This design comes from an exercise in tuning for small area on the open sky130 flow, not from production work. In this exercise RTL edits were held to simulation tests only and were not proved equivalent to the original. No driver is modelled on the clock port, so clock power and skew are understated where the tree is cut down; a real chip needs a root buffer or a tree. Power is estimated from default activity; no workload was simulated.

==> flow/design.v (excerpt) <==
module top_module_UART (
    input  logic        clk_10MHz,
    input  logic        rst,
    input  logic        wr_pi,
    input  logic        reg_sel_pi,
    input  logic        addr_pi,
    input  logic [31:0] input_pi,
    output logic [31:0] output_po,
    input  logic        rx,
    output logic        tx
);
    localparam int TXT = 1041;   
    localparam int RXT = 65;     
    localparam logic [10:0] T_TERM = 11'b00000000101;   
    localparam logic [6:0]  R_TERM = 7'b0001110;        
    localparam logic [10:0] T_POL  = 11'b01010101010;
    localparam logic [6:0]  R_POL  = 7'b0101010;
    logic [10:0] tq;     
    logic [6:0]  rq;
    logic [10:0] ts_l;
    logic [6:0]  rs_l;
    logic        ttick, rtick;
    assign ts_l  = tq ^ T_POL;
    assign rs_l  = rq ^ R_POL;
    assign ttick = (ts_l == T_TERM);
    assign rtick = (rs_l == R_TERM);
    logic tload, rload;
    assign tload = ~rst | ttick;
    assign rload = ~rst | rtick;
    always_ff @(posedge clk_10MHz) begin
        for (int i = 1; i < 10; i++) tq[i] <= (tload | ts_l[i-1]) ^ T_POL[i];
        tq[10] <= rst & (ttick | ts_l[9]);
        tq[0]  <= (tload | (ts_l[10] ^ ts_l[8])) ^ T_POL[0];
    end
    always_ff @(posedge clk_10MHz) begin
  ...
Settings: LEC_CHECK=0, CAP_MARGIN=20, CORE_MARGIN=2, CORE_UTILIZATION=40, SLEW_MARGIN=20; clock period 20.0 ns.
standard.sh (not shown) runs the stock make flow with config.mk's settings and CLKGATE_MAP_FILE= SYNTH_SCRIPT=/design/flow/synth_recipe.tcl, a recipe that flattens the netlist after the stock synthesis.
==> flow/flow/run.sh <==
#!/bin/bash
# The standard ORFS layout with three changes: the technology mapping of the
# combinational logic uses an area-oriented ABC script (flow/area.abc; the
# rest of the synthesis, flip-flop mapping included, is synth_recipe.tcl
# unchanged, except that adders are not mapped to adder cells first), the
# port buffers are buf_1, and CTS inserts no dummy loads.
set -euo pipefail
HERE=$(pwd)
{
  head -n 1 synth_recipe.tcl
  echo "proc abc {args} {"
  echo "  set i [lsearch -exact \$args -script]"
  echo "  if { \$i >= 0 } { lset args [expr { \$i + 1 }] $HERE/flow/area.abc }"
  echo "  yosys abc {*}\$args"
  echo "}"
  tail -n +2 synth_recipe.tcl
} > flow_synth.tcl
export BUFFER_PORTS_ARGS="-buffer_cell sky130_fd_sc_hd__buf_1"
export CTS_ARGS="-sink_clustering_enable -repair_clock_nets -dont_use_dummy_load"
bash standard.sh SYNTH_SCRIPT=$HERE/flow_synth.tcl ADDER_MAP_FILE= finish > standard_make.log 2>&1
==> flow/flow/area.abc <==
strash
dch -f
amap -F 1000 -A 1000
strash
dch -f
amap -F 1000 -A 1000
strash
dch -f
amap -F 1000 -A 1000
strash
dch -f
amap -F 1000 -A 1000
Next try:
Settings changed: CORE_UTILIZATION 40 to 70, PLACE_DENSITY set to 0.75.
Effect:
- final area falls by 1.7%
- wire length went down by 2.1%
- worst setup slack gains 0.0037 ns
- utilization is higher by 34 points


top_module_UART again, from the RTL that the note above started with.
clock: 20.0 ns
lec_check: 0
cap_margin: 20
core_margin: 2
core_utilization: 70
place_density: 0.75
slew_margin: 20
==> flow/flow/run.sh <==
#!/bin/bash
# The standard ORFS layout with three changes: the technology mapping of the
# combinational logic uses an area-oriented ABC script (flow/area.abc; the
# rest of the synthesis, flip-flop mapping included, is synth_recipe.tcl
# unchanged, except that adders are not mapped to adder cells first), the
# port buffers are buf_1, and the clock tree is built by flow/cts_pre.tcl: a
# few clock buffers, each driving a group of neighbouring flip-flops.
set -euo pipefail
HERE=$(pwd)
{
  head -n 1 synth_recipe.tcl
  echo "proc abc {args} {"
  echo "  set i [lsearch -exact \$args -script]"
  echo "  if { \$i >= 0 } { lset args [expr { \$i + 1 }] $HERE/flow/area.abc }"
  echo "  yosys abc {*}\$args"
  echo "}"
  tail -n +2 synth_recipe.tcl
} > flow_synth.tcl
export BUFFER_PORTS_ARGS="-buffer_cell sky130_fd_sc_hd__buf_1"
export PRE_CTS_TCL=$HERE/flow/cts_pre.tcl
bash standard.sh SYNTH_SCRIPT=$HERE/flow_synth.tcl ADDER_MAP_FILE= finish > standard_make.log 2>&1
==> flow/flow/cts_pre.tcl <==
# Replaces clock_tree_synthesis: the clock sinks are split into groups of
# neighbouring flip-flops, each driven by one clock buffer placed at the
# group's centre; a root buffer drives the group buffers.
proc clock_tree_synthesis { args } {
  set leaf_cell sky130_fd_sc_hd__clkbuf_8
  set root_cell sky130_fd_sc_hd__clkbuf_4
  set max_group 19
  set block [ord::get_db_block]
  set clk_port [lindex [get_property [lindex [all_clocks] 0] sources] 0]
  set clk_name [get_full_name $clk_port]
  set net [$block findNet $clk_name]
  set dbu [$block getDbUnitsPerMicron]
  set sinks {}
  foreach it [$net getITerms] {
    if { ![$it isInputSignal] } { continue }
    lassign [$it getAvgXY] ok x y
    if { !$ok } {
      set inst [$it getInst]
      set bb [$inst getBBox]
      set x [expr { ([$bb xMin] + [$bb xMax]) / 2 }]
      set y [expr { ([$bb yMin] + [$bb yMax]) / 2 }]
    }
    lappend sinks [list [expr { double($x) / $dbu }] [expr { double($y) / $dbu }] \
      "[[$it getInst] getName]/[[$it getMTerm] getName]"]
  }
  set n [llength $sinks]
  set groups [expr { ($n + $max_group - 1) / $max_group }]
  set rows [expr { max(1, int(round(sqrt($groups)))) }]
  puts "clock sinks: $n, groups: $groups in $rows rows"
  set by_y [lsort -real -index 1 $sinks]
  set leaf_pins {}
  set k 0
  set a 0
  for { set r 0 } { $r < $rows } { incr r } {
    # groups in this row, and the sinks they take
    set cols [expr { ($r + 1) * $groups / $rows - $r * $groups / $rows }]
    set b [expr { $a + ($cols * $n + $groups - 1) / $groups - 1 }]
    if { $r == $rows - 1 } { set b [expr { $n - 1 }] }
    set row [lsort -real -index 0 [lrange $by_y $a $b]]
    set a [expr { $b + 1 }]
    set m [llength $row]
    for { set c 0 } { $c < $cols } { incr c } {
      set g [lrange $row [expr { $c * $m / $cols }] [expr { ($c + 1) * $m / $cols - 1 }]]
      if { [llength $g] == 0 } { continue }
      set sx 0.0
      set sy 0.0
      set pins {}
      foreach s $g {
        lassign $s x y p
        set sx [expr { $sx + $x }]
        set sy [expr { $sy + $y }]
        lappend pins [get_pins $p]
      }
      set cx [expr { $sx / [llength $g] }]
      set cy [expr { $sy / [llength $g] }]
      set buf [insert_buffer -buffer_cell $leaf_cell -net $clk_name -load_pins $pins \
        -location [list $cx $cy] -buffer_name clkbuf_leaf_$k -net_name clknet_leaf_$k]
      set bname [get_full_name $buf]
      lappend leaf_pins [get_pins $bname/A]
      [$block findNet [get_full_name [get_nets -of_objects [get_pins $bname/X]]]] setSigType CLOCK
      incr k
    }
  }
  if { [llength $leaf_pins] > 4 } {
    set sx 0.0; set sy 0.0
    foreach s $sinks { set sx [expr { $sx + [lindex $s 0] }]; set sy [expr { $sy + [lindex $s 1] }] }
    set buf [insert_buffer -buffer_cell $root_cell -net $clk_name -load_pins $leaf_pins \
      -location [list [expr { $sx / $n }] [expr { $sy / $n }]] \
      -buffer_name clkbuf_root -net_name clknet_root]
    set bname [get_full_name $buf]
    [$block findNet [get_full_name [get_nets -of_objects [get_pins $bname/X]]]] setSigType CLOCK
  }
  $net setSigType CLOCK
  set_propagated_clock [all_clocks]
}
Scripts as last shown in full above: flow/flow/area.abc
The starting point passed the timing, DRC and antenna checks.
Next try:
--- a/flow/flow/run.sh
+++ b/flow/flow/run.sh
@@ -1,5 +1,6 @@
 #!/bin/bash
 # The standard ORFS layout with three changes: the technology mapping of the
-# combinational logic uses an area-oriented ABC script (flow/area.abc; the
+# combinational logic is chosen for area by flow/abc_pick.tcl (several ABC
+# scripts, flow/abc/*.abc, are tried and the smallest mapping is kept; the
 # rest of the synthesis, flip-flop mapping included, is synth_recipe.tcl
 # unchanged, except that adders are not mapped to adder cells first), the
@@ -10,9 +11,5 @@
 {
   head -n 1 synth_recipe.tcl
-  echo "proc abc {args} {"
-  echo "  set i [lsearch -exact \$args -script]"
-  echo "  if { \$i >= 0 } { lset args [expr { \$i + 1 }] $HERE/flow/area.abc }"
-  echo "  yosys abc {*}\$args"
-  echo "}"
+  echo "source $HERE/flow/abc_pick.tcl"
   tail -n +2 synth_recipe.tcl
 } > flow_synth.tcl
==> flow/flow/abc/a0.abc (new file) <==
strash
dch -f
amap -F 1000 -A 1000
strash
dch -f
amap -F 1000 -A 1000
strash
dch -f
amap -F 1000 -A 1000
strash
dch -f
amap -F 1000 -A 1000
==> flow/flow/abc/ds0.abc (new file) <==
strash
&get -n
&deepsyn -T 30 -S 0
&put
strash
dch -f
amap -F 1000 -A 1000
strash
dch -f
amap -F 1000 -A 1000
strash
dch -f
amap -F 1000 -A 1000
strash
dch -f
amap -F 1000 -A 1000
==> flow/flow/abc/ds1.abc (new file) <==
strash
&get -n
&deepsyn -T 30 -S 1
&put
strash
dch -f
amap -F 1000 -A 1000
strash
dch -f
amap -F 1000 -A 1000
strash
dch -f
amap -F 1000 -A 1000
strash
dch -f
amap -F 1000 -A 1000
==> flow/flow/abc/ds2.abc (new file) <==
strash
&get -n
&deepsyn -T 30 -S 2
&put
strash
dch -f
amap -F 1000 -A 1000
strash
dch -f
amap -F 1000 -A 1000
strash
dch -f
amap -F 1000 -A 1000
strash
dch -f
amap -F 1000 -A 1000
==> flow/flow/abc/ds3.abc (new file) <==
strash
&get -n
&deepsyn -T 30 -S 3
&put
strash
dch -f
amap -F 1000 -A 1000
strash
dch -f
amap -F 1000 -A 1000
strash
dch -f
amap -F 1000 -A 1000
strash
dch -f
amap -F 1000 -A 1000
==> flow/flow/abc/ds4.abc (new file) <==
strash
&get -n
&deepsyn -T 30 -S 4
&put
strash
dch -f
amap -F 1000 -A 1000
strash
dch -f
amap -F 1000 -A 1000
strash
dch -f
amap -F 1000 -A 1000
strash
dch -f
amap -F 1000 -A 1000
==> flow/flow/abc/ds5.abc (new file) <==
strash
&get -n
&deepsyn -T 30 -S 5
&put
strash
dch -f
amap -F 1000 -A 1000
strash
dch -f
amap -F 1000 -A 1000
strash
dch -f
amap -F 1000 -A 1000
strash
dch -f
amap -F 1000 -A 1000
==> flow/flow/abc_pick.tcl (new file) <==
# Technology mapping of the combinational logic for area: ABC is run with
# each of the scripts below (flow/abc/*.abc: AIG optimisation with
# different random seeds, then repeated area-oriented mapping) and the
# mapping with the smallest cell area is kept. Everything else in the
# synthesis is synth_recipe.tcl (ORFS's synthesis) unchanged.
set ::abc_pick_dir [file normalize [file join [file dirname [info script]] abc]]

proc abc { args } {
  set i [lsearch -exact $args -script]
  set libs {}
  foreach j [lsearch -all -exact $args -liberty] {
    lappend libs -liberty [lindex $args [expr { $j + 1 }]]
  }
  set scripts [lsort [glob -directory $::abc_pick_dir *.abc]]
  yosys design -save abc_pick_before
  set best_area ""
  set best_script ""
  foreach s $scripts {
    yosys design -load abc_pick_before
    set a $args
    lset a [expr { $i + 1 }] $s
    yosys abc {*}$a
    set rpt [tee -q -s result.string stat {*}$libs]
    if { ![regexp {Chip area for (?:top )?module[^:]*:\s*([0-9.]+)} $rpt -> area] } {
      error "abc_pick: no area for $s"
    }
    puts "abc_pick: $s area $area"
    if { $best_area eq "" || $area < $best_area } {
      set best_area $area
      set best_script $s
      yosys design -save abc_pick_best
    }
  }
  puts "abc_pick: kept $best_script area $best_area"
  yosys design -load abc_pick_best
}
--- a/flow/flow/cts_pre.tcl
+++ b/flow/flow/cts_pre.tcl
@@ -3,7 +3,7 @@
 # group's centre; a root buffer drives the group buffers.
 proc clock_tree_synthesis { args } {
-  set leaf_cell sky130_fd_sc_hd__clkbuf_8
+  set leaf_cell sky130_fd_sc_hd__clkbuf_16
   set root_cell sky130_fd_sc_hd__clkbuf_4
-  set max_group 19
+  set max_group 31
   set block [ord::get_db_block]
   set clk_port [lindex [get_property [lindex [all_clocks] 0] sources] 0]
removed: flow/flow/area.abc
Worst setup slack improves by 0.025 ns.
Synthesized cell count went down by 6.0%.
Hold slack is better by 0.011 ns.
Routed wire length goes down by 6.9%.
Next try:
--- a/flow/flow/run.sh
+++ b/flow/flow/run.sh
@@ -1,6 +1,5 @@
 #!/bin/bash
 # The standard ORFS layout with three changes: the technology mapping of the
-# combinational logic is chosen for area by flow/abc_pick.tcl (several ABC
-# scripts, flow/abc/*.abc, are tried and the smallest mapping is kept; the
+# combinational logic uses an area-oriented ABC script (flow/area.abc; the
 # rest of the synthesis, flip-flop mapping included, is synth_recipe.tcl
 # unchanged, except that adders are not mapped to adder cells first), the
@@ -11,5 +10,9 @@
 {
   head -n 1 synth_recipe.tcl
-  echo "source $HERE/flow/abc_pick.tcl"
+  echo "proc abc {args} {"
+  echo "  set i [lsearch -exact \$args -script]"
+  echo "  if { \$i >= 0 } { lset args [expr { \$i + 1 }] $HERE/flow/area.abc }"
+  echo "  yosys abc {*}\$args"
+  echo "}"
   tail -n +2 synth_recipe.tcl
 } > flow_synth.tcl
==> flow/flow/area.abc (new file) <==
strash
dch -f
amap -F 1000 -A 1000
strash
dch -f
amap -F 1000 -A 1000
strash
dch -f
amap -F 1000 -A 1000
strash
dch -f
amap -F 1000 -A 1000
Settings changed: CAP_MARGIN 20 to 0, SLEW_MARGIN 20 to 0.
removed: flow/flow/abc/a0.abc
removed: flow/flow/abc/ds0.abc
removed: flow/flow/abc/ds1.abc
removed: flow/flow/abc/ds2.abc
removed: flow/flow/abc/ds3.abc
removed: flow/flow/abc/ds4.abc
removed: flow/flow/abc/ds5.abc
removed: flow/flow/abc_pick.tcl
Total power climbs by about 9%.
Core utilization drops by 2.1 points.
Critical path depth is unchanged.
Worst hold slack loses 0.011 ns.
Synthesized cell count climbs by about 6%.
Routed wire length climbs by 8.4%.
Area after synthesis climbs by about 4%.
Sequential power climbs by about 3%.
Worst setup slack loses 0.044 ns.
Next try:
--- a/flow/flow/area.abc
+++ b/flow/flow/area.abc
@@ -1,2 +1,6 @@
+strash
+&get -n
+&deepsyn -T 30
+&put
 strash
 dch -f
Settings changed: CAP_MARGIN 0 to 20, SLEW_MARGIN 0 to 20.
Outcome:
- The new run finished clean
- synthesized area goes down by a few percent
- register-to-register slack loses 0.25 ns
- final cell count falls slightly
- combinational power went down by well over a third
- die area is lower by a few percent
- routed wire length drops by a few percent
- clock skew barely changes
- global-route usage shrinks by 0.46 points
In every run of this note, the design's own scripts or RTL, not TritonCTS, make the clock network.

-- port drivers added, routing unchanged --
No port has a modelled driver above. Below, the same layouts with a new extraction and two added sets of constraints. Step 1, drivers: a clkbuf_16 drives clk_10MHz and a buf_2 each remaining input, both assumed. Step 2 moves the port delays by t, midway between the first and last clock arrival at a register: inputs arrive t later, outputs are due t later. That takes back most of the time a late clock gives input paths. Slacks: ideal / step 1 / step 2; pairs: ideal / step 1.
| run | t, ns | setup WS [ns] | latest minus earliest clock arrival (ns) | cell pins on the clock port's net |
|---|---|---|---|---|
| the first run of note 1 | 0.373 | 10.327 / 10.303 / 10.303 | 0.039 / 0.039 | 1 |
| the second run of note 1 | 0.372 | 10.331 / 10.308 / 10.308 | 0.017 / 0.016 | 1 |
| the first run of note 2 | 0.425 | 10.317 / 10.295 / 10.295 | 0.007 / 0.006 | 1 |
| the second run of note 2 | 0.225 | 10.342 / 10.320 / 10.320 | 0.007 / 0.007 | 3 |
| the third run of note 2 | 0.230 | 10.299 / 10.276 / 10.276 | 0.009 / 0.009 | 3 |
| the fourth run of note 2 | 0.230 | 10.418 / 10.388 / 10.388 | 0.009 / 0.009 | 3 |
After both steps setup and hold are still met in every run listed. The setup slack of the fourth run of note 2, which loses most, moves by -0.030 ns with the drivers and by -0.030 ns with both steps.
